What follows belongs to an exercise in optimizing a design on an open flow for small area; a production flow would make more cautious choices. In this exercise RTL edits were held to simulation tests only and were not proved equivalent to the original. Power and IR drop assume default switching activity.

## job 8407
==> flow/design.v (excerpt) <==
module    gpsclock(i_clk, i_rst, i_pps, o_pps, o_led,
            o_tracking, o_count, o_step, o_err, o_locked, o_dbg);
Size: about 2100 cells after synthesis, about 580 flip-flops, ~200 I/O pins, about 23000 µm² of cells after synthesis.
Settings: LEC_CHECK=0, CAP_MARGIN=20, CORE_AREA=2 2 254.255 254.255, CTS_BUF_LIST=sky130_fd_sc_hd__clkbuf_8, CTS_CLUSTER_DIAMETER=80, CTS_CLUSTER_SIZE=15, DIE_AREA=0 0 256.255 256.255, SLEW_MARGIN=20; clock period 10.0 ns.
run.sh (not shown) runs the stock make flow with config.mk's settings and CLKGATE_MAP_FILE= SYNTH_SCRIPT=/design/flow/synth_recipe.tcl, a recipe that flattens the netlist after the stock synthesis.
Setup changes, job 8407 to job 9181
diff --git a/flow/design.v b/flow/design.v
--- a/flow/design.v
+++ b/flow/design.v
@@ -177,28 +177,21 @@
     wire    [32:0]  m_c33  = (sq_i == 5'd31)
                         ? (ph_gamma ? NGAMMA : NBETA)
                         : (ph_gamma ? GAMMA  : BETA);
     wire    [63:0]  m_c    = { 31'h0, m_c33 };
     wire            m_cbit = m_inb && m_c[m_k];
     wire            m_abit = m_x && m_cbit;
     wire            m_first = (sq_i == 5'd0);
-    reg             ds_zero;
-    wire            m_pbit = ph_gamma ? (gamma_acc[0]
-                            && !(m_first && (rot[5] || ds_zero)))
+    wire            m_pbit = ph_gamma ? (gamma_acc[0] && !(m_first && rot[5]))
                         : (beta_acc[0] && !m_first);
     reg             m_carry;
     wire            m_cin  = (sq_r != 0) && m_carry;
     wire            m_sum  = m_pbit ^ m_abit ^ m_cin;
     always @(posedge i_clk)
         m_carry <= (m_pbit & m_abit) | (m_pbit & m_cin) | (m_abit & m_cin);
-    always @(posedge i_clk)
-    if (i_rst)
-        ds_zero <= 1'b1;
-    else if (ph_gamma && m_first && blk_end)
-        ds_zero <= 1'b0;
     wire            n_obit = o_step[sq_r];
     wire            n_hi   = sq_r[5];
     reg             n_sign, n_c32, n_carry, r_carry;
     wire            n_sbit = n_hi ? n_sign : gamma_acc[32];
     wire            n_cin  = (sq_r != 0) && n_carry;
     wire            n_bit  = n_obit ^ n_sbit ^ n_cin;
     wire            n_cout = (n_obit & n_sbit) | (n_obit & n_cin)
@@ -252,14 +245,17 @@
             r_filtered_err[61:1] };
     always @(posedge i_clk)
     if (ph_gamma)
         gamma_acc[63:32] <= { m_sum, gamma_acc[63:33] };
     else if (ph_step)
         gamma_acc[63:32] <= { gamma_acc[0], gamma_acc[63:33] };
     always @(posedge i_clk)
+    if (i_rst)
+        gamma_acc[31:0] <= 0;
+    else
         gamma_acc[31:0] <= { ph_gamma ? gamma_acc[32]
                     : ph_step ? (n_hi ? gamma_acc[32] : n_bit)
                     : gamma_acc[0], gamma_acc[31:1] };
     always @(posedge i_clk)
     if (ph_beta)
         beta_acc <= { m_sum, beta_acc[63:1] };
     else if (ph_step)
Lower fraction of layout cells with a size suffix above 1 among job 9181 and job 8407: job 8407
Diff job 8407 -> job 9181: post-synthesis adder-cell area fraction about even; global-route wire length before repair fell 3.7%.
When job 9181 is measured against job 8407, its area growth from synthesis to final layout turns out 0.39 points lower.
Antenna cell count | job 9181 below job 8407
Of job 9181 and job 8407, it is job 9181 that has the lower sequential share of cell area.
From job 8407 to job 9181 the numbers moved as follows: number of violations reported at the end of detailed-routing iteration 0 went up; cell count did not really move; count of clock-buffer cells in the layout went down.
Against job 8407 as the reference, job 9181 delivers a higher post-layout worst setup margin.
Summary of job 9181 over job 8407: clock network power consumption shrank by about 3%; wire length shrank by 2.6 mm.
| internal power of the cells | job 9181 vs job 8407 | better |
Job 9181 vs job 8407 — total power dropped slightly
Both conditions hold for job 9181: the flow ran to the end and the final layout passed the timing, design-rule and antenna checks.

========
## run 4
Another version of the RTL of gpsclock (not shown whole).
Size in the first run: ~2100 cells after synthesis, roughly 200 I/O pins, ~23000 µm² of cells after synthesis.
==> flow/design.v (excerpt) <==
module    gpsclock(i_clk, i_rst, i_pps, o_pps, o_led,
            o_tracking, o_count, o_step, o_err, o_locked, o_dbg);
    parameter [31:0] DEFAULT_STEP = 32'h0fa0_3c21; 
    input wire    i_clk, i_rst;
    input wire    i_pps;
    output reg    o_pps;
    output reg    o_led;
    output reg              o_tracking;
    output reg    [63:0]    o_count, o_step, o_err;
    output reg              o_locked;
    output wire    [1:0]    o_dbg;
    localparam [47:0] PRE_STEP48 = { DEFAULT_STEP[27:0], 20'h00 }
                        >> DEFAULT_STEP[31:28];
    localparam [63:0] PRE_STEP = { 16'h00, PRE_STEP48 };
    localparam [32:0] BETA   = 33'h0_14bd_a12f;
    localparam [32:0] GAMMA  = 33'h0_1f53_3ae8;
    localparam [32:0] NBETA  = -BETA;
    localparam [32:0] NGAMMA = -GAMMA;
    localparam [16:0] LFSR_LED_OFF1 = 17'h04389;    
    localparam [16:0] LFSR_LED_ON2  = 17'h1a60b;    
    localparam [16:0] LFSR_LED_OFF2 = 17'h0fae8;    
    localparam [16:0] LFSR_TIMEOUT  = 17'h110c3;    
    reg    pps_d, ck_pps, lst_pps;
    always @(posedge i_clk)
    if (i_rst)
        { pps_d, ck_pps, lst_pps } <= 3'b000;
    else
        { pps_d, ck_pps, lst_pps } <= { i_pps, pps_d, ck_pps };
    wire    pps_edge = ck_pps && !lst_pps;
    reg    [15:0]    tec_lo, tec_hi;
    reg              tec_c, tick_enable_carry;
    wire   [15:0]    tec_lo_sum, tec_hi_sum;
    wire             tec_lo_carry, tec_hi_carry;
    gps_rca #(16) teclo(tec_lo, o_step[45:30], 1'b1,
                tec_lo_sum, tec_lo_carry);
    gps_rca #(16) techi(tec_hi, o_step[61:46], tec_c,
                tec_hi_sum, tec_hi_carry);
    always @(posedge i_clk)
    if (i_rst || pps_edge)
    begin
        tick_enable_carry <= 1'b0;
  ...
clock: 10.0 ns
lec_check: 0
cap_margin: 20
core_area: 2 2 254.255 254.255
die_area: 0 0 256.255 256.255
slew_margin: 20
standard.sh (not shown) runs the stock make flow with config.mk's settings and CLKGATE_MAP_FILE= SYNTH_SCRIPT=/design/flow/synth_recipe.tcl, a recipe that flattens the netlist after the stock synthesis.
==> flow/flow/run.sh <==
#!/bin/bash
# The standard layout (standard.sh), except that the port buffers use the
# smallest buffer, and clock tree synthesis adds no dummy loads and builds
# leaf clusters of up to 15 flip-flops driven by clkbuf_8.
export BUFFER_PORTS_ARGS="-buffer_cell sky130_fd_sc_hd__buf_1"
export CTS_ARGS="-sink_clustering_enable -repair_clock_nets -dont_use_dummy_load -sink_clustering_size 15 -sink_clustering_max_diameter 80 -buf_list sky130_fd_sc_hd__clkbuf_8"
bash standard.sh > standard.log 2>&1
Input changes introduced in run 5 (baseline for comparison: run 4):
diff --git a/flow/design.v b/flow/design.v
--- a/flow/design.v
+++ b/flow/design.v
@@ -272,33 +272,29 @@
     generate for (gk = 0; gk < 32; gk = gk + 1)
     begin : STEPHI
         assign s_flip[gk+1] = s_flip[gk] && (o_step[32+gk] ^ s_dn);
     end endgenerate
     always @(posedge i_clk)
     if (i_rst)
         o_step <= PRE_STEP;
     else if (o_tracking && tick)
         o_step <= { o_step[63:32] ^ s_flip[31:0], gamma_acc[63:32] };
     reg              cnt_lo_nz;
     wire    [63:0]   neg_or;
-    generate for (gk = 0; gk < 64; gk = gk + 2)
+    assign  neg_or[0]  = 1'b0;
+    assign  neg_or[32] = cnt_lo_nz;
+    generate for (gk = 1; gk < 64; gk = gk + 1)
     begin : NEG
-        if ((gk == 0) || (gk == 32))
-        begin : FIRST
-            assign neg_or[gk]   = (gk == 0) ? 1'b0 : cnt_lo_nz;
-            assign neg_or[gk+1] = neg_or[gk] | o_count[gk];
-        end else begin : NEXT
-            assign neg_or[gk]   = neg_or[gk-2] | o_count[gk-2]
-                            | o_count[gk-1];
-            assign neg_or[gk+1] = neg_or[gk-2] | o_count[gk-2]
-                            | o_count[gk-1] | o_count[gk];
+        if (gk != 32)
+        begin : OR
+            assign neg_or[gk] = neg_or[gk-1] | o_count[gk-1];
         end
     end endgenerate
     always @(posedge i_clk)
     if (i_rst || rst_d)
         cnt_lo_nz <= 1'b0;
     else
         cnt_lo_nz <= |p_count;
     always @(posedge i_clk)
     if (i_rst)
         o_err <= 0;
     else if (tick)
Notes after the runs:
- Run 5 vs. run 4: combinational share of power increased by 0.2 points relative to the old numbers, setup slack now smaller.
- Reported for run 5 and run 4, tap cell count turned out identical to the last digit.
- Between run 4 and run 5, the register fraction of the total cell area figures differ only marginally.
- Compare run 5 and run 4 | mux contribution to synthesized area lower: run 5
- The higher global-route usage came out of run 5.

separate check: timing with driven ports:
The flow's constraints put no driver on any port. The routed layouts listed below were extracted and timed again, unchanged, in two steps. Step 1, drivers: a clkbuf_16 drives i_clk and a buf_2 each remaining input, both assumed. Step 2 moves the port delays by t, midway between the first and last clock arrival at a register: inputs arrive t later, outputs are due t later. That takes back most of the time a late clock gives input paths. a / b / c = ideal / step 1 / step 2; a / b = the first two.
| run | t, ns | setup slack, ns | worst setup path at the end | latest minus earliest clock arrival (ns) | cell pins on the clock port's net |
|---|---|---|---|---|---|
| job 8407 | 0.679 | 1.478 / 1.478 / 1.478 | register to register | 0.042 / 0.042 | 1 |
| job 9181 | 0.691 | 1.634 / 1.634 / 1.634 | register to register | 0.046 / 0.046 | 1 |
| run 4 | 0.678 | 1.653 / 1.653 / 1.653 | register to register | 0.079 / 0.079 | 1 |
| run 5 | 0.677 | 1.530 / 1.530 / 1.530 | register to register | 0.101 / 0.100 | 1 |
After both steps every run listed still meets setup and hold.
